This design comes from an exercise in tuning for small area, a short achievable clock period and few clock cycles per item on the open sky130 flow, not from production work.
Only simulation tests tie the RTL to the original design; equivalence was not proved.
No driver is modelled on the clock port, so clocking that relies on it looks cheaper here than on a real chip.

==> flow/design.v (outline; a module is shown in full before it is edited, if it fits) <==
// module skinny_top: 545 lines
module skinny_top (
    input               clock,
    input               reset,
    input               start,
    input [7:0]         input_plaintext,
    input [23:0]        input_tweakey,
    output              ready,
    output              done,
    output [127:0]      ciphertext
);
  // ...
==> flow/flow/run.sh <==
#!/bin/bash
# Standard ORFS layout (the standard.sh), with the resizer asked to aim for
# a setup slack margin of 6.85 ns, so it works the critical paths harder.
set -euo pipefail
bash standard.sh SETUP_SLACK_MARGIN=6.85 POST_CTS_TCL=$PWD/flow/post_cts.tcl PRE_GLOBAL_ROUTE_TCL=$PWD/flow/pre_grt.tcl POST_GLOBAL_ROUTE_TCL=$PWD/flow/post_grt.tcl GRT_MARGIN=6.85 RECOVER_MARGIN=6.9 SETUP_MOVE_SEQUENCE=unbuffer,sizeup,swap 'BUFFER_PORTS_ARGS=-buffer_cell sky130_fd_sc_hd__buf_1' finish > standard_flow.log 2>&1
==> flow/flow/post_cts.tcl <==
set block [ord::get_db_block]
set root [$block findInst clkbuf_0_clock]
if { $root != "NULL" } {
  set in_net [[$root findITerm A] getNet]
  set out_net [[$root findITerm X] getNet]
  set loads {}
  foreach it [$out_net getITerms] {
    if { [$it getInst] != $root } { lappend loads $it }
  }
  if { [llength $loads] <= 4 } {
    foreach it $loads {
      $it disconnect
      $it connect $in_net
    }
    odb::dbInst_destroy $root
    odb::dbNet_destroy $out_net
    puts "post_cts: clock port now drives [llength $loads] clock buffers directly"
  } else {
    puts "post_cts: root buffer drives [llength $loads] cells, left in place"
  }
}
if { [info exists ::env(RECOVER_MARGIN)] } {
  estimate_parasitics -placement
  set_clock_uncertainty -setup $::env(RECOVER_MARGIN) [all_clocks]
  report_worst_slack -max
  report_design_area
  repair_timing -recover_power 100
  report_worst_slack -max
  report_design_area
  set_clock_uncertainty -setup 0 [all_clocks]
  detailed_placement
  check_placement -verbose
}
==> flow/flow/post_grt.tcl <==
# Take away the temporary setup uncertainty set by pre_grt.tcl.
if { [info exists ::env(GRT_MARGIN)] } {
  set_clock_uncertainty -setup 0 [all_clocks]
  report_worst_slack -max
  report_design_area
}
==> flow/flow/pre_grt.tcl <==
# Before global route: express the resizer's setup margin as a temporary
# clock uncertainty, so that the power-recovery step that follows the timing
# repair (RECOVER_POWER) keeps the same margin.  post_grt.tcl removes it.
if { [info exists ::env(GRT_MARGIN)] } {
  set ::env(SETUP_SLACK_MARGIN) 0
  set ::env(RECOVER_POWER) 100
  set_clock_uncertainty -setup $::env(GRT_MARGIN) [all_clocks]
  puts "pre_grt: setup uncertainty $::env(GRT_MARGIN) while repairing"
}
==> flow/standard.sh <==
#!/bin/bash
# synth_recipe.tcl (not shown) runs the flow's synth.tcl, then flattens the netlist and writes it again
# the make line also repeats each setting of config.mk as NAME=value (left out here)
make -C /OpenROAD-flow-scripts/flow DESIGN_CONFIG=/design/flow/config.mk WORK_HOME=/design/flow/orfs CLKGATE_MAP_FILE= SYNTH_SCRIPT=/design/flow/synth_recipe.tcl "${@:-finish}"
==> flow/config.mk <==
export PLATFORM = sky130hd
export DESIGN_NAME = skinny_top
export DESIGN_NICKNAME = skinny_top
export VERILOG_FILES = /design/flow/design.v
export SDC_FILE = /design/flow/constraint.sdc
export NUM_CORES = 4
export LEC_CHECK = 0
export CAP_MARGIN = 20
export CORE_MARGIN = 2
export CORE_UTILIZATION = 55
export CTS_CLUSTER_DIAMETER = 120
export CTS_CLUSTER_SIZE = 24
export SLEW_MARGIN = 20
==> flow/constraint.sdc <==
create_clock -name core_clock -period 10.0 [get_ports {clock}]
set_input_delay 2.0000 -clock core_clock [delete_from_list [all_inputs] [get_ports {clock}]]
set_output_delay 2.0000 -clock core_clock [all_outputs]
set_load 0.01 [all_outputs]
==> results.cfg, run 1 <==
[clocking]
cts_tree = built
cts.sinks = 523

[synthesis]
synthSimpleGateAreaFrac_pct = 7.480
yosysMostFrequentCell = dfxtp_1
ys_types = 34
syn-num-nets = 1993
avgSynthCellArea_um2 = 10.29
synth.top_cells.by_area = dfxtp_1, xnor2_1, o22ai_1
yosys_most_used_dff = dfxtp_1
synth_top_area_share_pct = 50.89

[floorplan]
coreArea_mm2 = 0.03635
rows = 70

[detailed_routing]
wl_met2_mm = 30.79
drt_wl_total_mm = 65.14
route.detailed.drc = 0
wl_met3_mm = 3.238

[global_routing]
use_met3_pct = 3.022
grt_util_met2_pct = 55.60
top_usage_layer = met2

[placement]
place_hpwl_mm = 49.20
place_area_mm2 = 0.02095
place.gp.congestion = 0.9442

[critical_path]
r2r.worst_path.cells = 8
worst-path-stages = 1
rrSetupSlack_ns = 7.02
path_cells = buf_2

[cells_and_area]
multi_input_cells = 1306
fillers = 3258
seq_share_pct = 48.91
largest_class = sequential cells
multi_input_area_mm2 = 0.009101
buffers_excl_clock = 171
layout_commonest_cell = dfxtp_1
final-nonclk-buf-share_pct = 3.336

[worst_hold_path]
hp-class = reg2reg

[timing]
setup_tns_ns = 0
setup_slack_ns = 6.901
slew_headroom_pct = 22.67
final_hold_viol_count = 0

[outcome]
status = finished clean
Testbench counts, summed over its fixed seeds: cycles 27,656, items 384.
==> run 2, diff against run 1 <==
--- a/flow/design.v
+++ b/flow/design.v
@@ -7,57 +7,59 @@
     output              ready,
     output              done,
     output [127:0]      ciphertext
 );
     reg [127:0] st;      
     reg  [383:0] tkv;
     wire [383:0] tk = tkv ^ 384'hb678464987a92670c949b0b67846c987a927708bf8897426564b13a9257a8bf8cb7426348fd99b70b26ae1cb7436648f;
     reg         loading;
+    reg [3:0]   lcnt;
     reg         busy;
-    reg [5:0]   rc;      
+    reg [5:0]   rc;
     reg         done_r;
     reg         ready_r;
     reg         idle_n;      
     wire last = (rc == 6'h0A);    
-    wire beat15 = (rc == 6'h00);
     assign ready      = ready_r;
     assign done       = done_r;
     assign ciphertext = st;
     reg loading_n, busy_n;
     always @(*) begin
         loading_n = loading;
         busy_n    = busy;
         if (loading) begin
-            if (beat15) begin
+            if (lcnt == 4'd15) begin
                 loading_n = 1'b0;
                 busy_n    = 1'b1;
             end
         end else if (busy) begin
             if (last)
                 busy_n = 1'b0;
         end else if (start) begin
             loading_n = 1'b1;
         end
     end
     always @(posedge clock or posedge reset) begin
         if (reset) begin
             loading <= 1'b0;
+            lcnt    <= 4'd0;
             busy    <= 1'b0;
             rc      <= 6'd0;
             done_r  <= 1'b0;
             ready_r <= 1'b0;
             idle_n  <= 1'b1;
         end else begin
             done_r  <= busy & last;
             loading <= loading_n;
             busy    <= busy_n;
             idle_n  <= ~busy_n;
             ready_r <= ~loading_n & ~busy_n;
-            rc      <= (loading | busy) ? {rc[4:0], rc[5] ^ rc[4] ^ 1'b1} : 6'h09;
+            lcnt    <= loading ? lcnt + 4'd1 : 4'd1;
+            rc      <= busy ? {rc[4:0], rc[5] ^ rc[4] ^ 1'b1} : 6'h01;
         end
     end
     wire [127:0] st_rnd = round(st, tk, rc);
     wire [383:0] tk_rnd = {tk_sched1(tk[383:256]), tk_sched2(tk[255:128]), tk_sched3(tk[127:0])};
     always @(posedge clock) begin
         st <= ({128{busy}} & st_rnd) | ({128{idle_n}} & {st[119:0], input_plaintext});
     end
     wire [383:0] tk_ld = {tk[359:0], input_tweakey};
==> flow/flow/run.sh (replaced) <==
#!/bin/bash
# Standard ORFS layout (the standard.sh), with the resizer asked to aim for
# a setup slack margin of 6.9 ns, so it works the critical paths harder.
set -euo pipefail
bash standard.sh SETUP_SLACK_MARGIN=6.9 POST_CTS_TCL=$PWD/flow/post_cts.tcl PRE_GLOBAL_ROUTE_TCL=$PWD/flow/pre_grt.tcl POST_GLOBAL_ROUTE_TCL=$PWD/flow/post_grt.tcl GRT_MARGIN=6.9 RECOVER_MARGIN=7.0 SETUP_MOVE_SEQUENCE=unbuffer,sizeup,swap 'BUFFER_PORTS_ARGS=-buffer_cell sky130_fd_sc_hd__buf_1' finish > standard_flow.log 2>&1
==> results.cfg, run 2 <==
[timing]
setup_slack_ns = 6.938
slew_violations = 0
fin_crit_sh_pct = 30.62
finalSetupViolCount = 0
final_hold_viol_count = 0
slew_headroom_pct = 22.05
worstMarginPinSlew_ns = 1.169
skew_ns = 0.01923
min_period_ns = 3.062
fmax_mhz = 326.6
setup_tns_ns = 0

[floorplan]
coreArea_mm2 = 0.03643
initial_core_util_pct = 55.68
fp.dieW_um = 196.1
die_area_mm2 = 0.03844
io_pins = 165
rows = 70
die_h_um = 196.1

[worst_hold_path]
worstHoldPathCells = 1
hp-class = reg2reg
hold_start = tkv[284]
hold-path-endpoint = tkv[332]

[cells_and_area]
max_flop_register = tkv
stdcell_count = 2512
syn2layout_area_growth_pct = 10.03
antenna_cells = 0
nNetsFinal = 2079
largest_reg_flops = 384
drive_above_1_share_pct = 11.20
layout_commonest_cell = dfxtp_1
utilization_pct = 61.27
mostFrequentLayoutCells = dfxtp_1, xnor2_1, o22ai_1
reg.largest.list = tkv x384, st x128, rc x6

[critical_path]
worst_setup_path_start_kind = register
cpPeakStageDelay_ns = 0.48
rrSetupSlack_ns = 7.05
r2r_start = st[46]
critPathArrivalTime_ns = 1.06
worstPathMaxFanout = 7
reg2reg_to = st[120]
crit_required_ns = 8.00
worstSetupPathType = reg2out
path_delay_family = flip-flops
cp_slowest_cell = dfxtp_2
r2r.worst_path.cells = 8
worstSetupEndpointType = output port
path_cells = buf_6
critPathBufInv = 1

[clocking]
cts_tree = built
cts.sinks = 527
clk_pin_slew_ns = 0.11
clock_latency_ns = 0.43

[synthesis]
ys_seq_area_share_pct = 52.38
synth_compound_area_share_pct = 18.33
synthTopCellsByCount = dfxtp_1, xnor2_1, o22ai_1
synth.top_cells.by_area = dfxtp_1, xnor2_1, o22ai_1
synth-adder-area-share_pct = 0.1233
syn_area_mm2 = 0.02029
yosysTopAreaCell = dfxtp_1
synth_top_family_by_area = XOR/XNOR gates
muxShareOfSynthArea_pct = 0.7894
ys_types = 34
yosys_warnings = 5
synthSimpleGateAreaFrac_pct = 7.561
async_flop_share_pct = 2.846
ys_ff_latch = 527
syn-num-nets = 2002
yosys_most_used_dff = dfxtp_1
synth_top_area_share_pct = 50.52
synth_xor_area_share_pct = 18.36
yosysMostFrequentCell = dfxtp_1
synth_edf_count = 0
synthCells = 1965
avgSynthCellArea_um2 = 10.32

[detailed_routing]
drt_wl_total_mm = 63.17
first_pass_iters = 5
ant_nets = 0
post_drt_wl_per_cell_um = 25.15
drt-initial-drc-count = 1137
route.detailed.drc = 0
vias = 15220
via_per_inst = 6.057

[global_routing]
grt_pass1_vias = 14680
grt_usage_pct = 32.00
grt_start_max_net_pins = 243
antenna_found_initial = 0
grt_pass1_wl_mm = 91.89
grt-ovfl-total = 0

[placement]
pre_cts_slack_ns = 7.054
dp.cells = 2483
port_buffers = 164
place_hpwl_mm = 47.05
place.gp.congestion = 0.9706

[run]
maxCapViolations = 0

[outcome]
status = finished clean
==> run 2: cell count changes after synthesis, sizes merged, moves of 2 or more <==
cell / previous run / this run
nand3: 18 / 20
a21oi: 3 / 0
and2: 25 / 30
nor2b: 3 / 0
buf: 17 / 7
o21ai: 150 / 147
dfrtp: 10 / 14
clkbuf: 104 / 114
==> run 2: layer usage <==
| layer | wire (um) | global-route usage [%] | vias to the layer above |
|---|---|---|---|
| li1 | - | - | 7106 |
| met2 | 28440 | 50.90 | 543 |
| met3 | 3229 | 3.163 | 115 |
| met4 | 3398 | 15.68 | 0 |
| met1 | 28100 | 43.89 | 7452 |
| met5 | 0 | 0 | - |
==> run 2: final cells by class <==
class / instances / area (um2)
Fill cell: 3240 / 14110
Clock buffer: 28 / 615.6
Multi-Input combinational cell: 1309 / 9163
Timing Repair Buffer: 172 / 1146
Tap cell: 468 / 585.6
Inverter: 8 / 30.03
Sequential cell: 527 / 10780
==> run 2: worst max path at each step <==
stage / startpoint / to / slack, ns / depth (start not counted)
after global placement: st[107] / st[104] / 7.07 / 8
final: st[90] / ciphertext[90] / 6.94 / 1
after detailed placement: st[47] / st[120] / 7.05 / 8
after floorplan: st[58] / st[104] / 7.47 / 9
==> run 2: kinds of logic (layout without fill, tap and decap cells) <==
kind of cell / Yosys count / count (layout)
mux: 16 / 16
simple gates: 317 / 317
compound gates: 562 / 562
xor+xnor: 412 / 412
buf+inv: 129 / 208
flops: 527 / 527
fa+ha+maj: 2 / 2
==> run 2: per-stage QoR <==
stage          cell area [um2]  hold slack, ns
2_1_floorplan            20290          0.4124
3_3_place_gp             21110          0.4272
3_5_place_dp             21110          0.4249
6_report                 22320          0.4197
Testbench counts of run 2, summed over its fixed seeds: cycles 27,656, items 384.

-- what the ideal ports hide --
The results above use ideal ports. As a check the final layouts listed here were re-extracted and re-timed, cells and wires unchanged.
Step 1, drivers: a clkbuf_16 drives clock and a buf_2 each remaining input, both assumed.
Step 2 adds t to the input delays and takes it off the output delays; t is the mean of the earliest and latest rising clock arrival at the registers after step 1. Input paths then give back, and output paths get back, about the clock's delay inside the block.
a / b / c = ideal / step 1 / step 2; a / b = the first two.
run	t (ns)	setup WS [ns]	clock arrival spread, ns
run 1	0.494	6.901 / 6.832 / 7.020	0.024 / 0.023
run 2	0.490	6.938 / 6.872 / 7.051	0.023 / 0.023
After both steps every run listed still meets setup and hold.
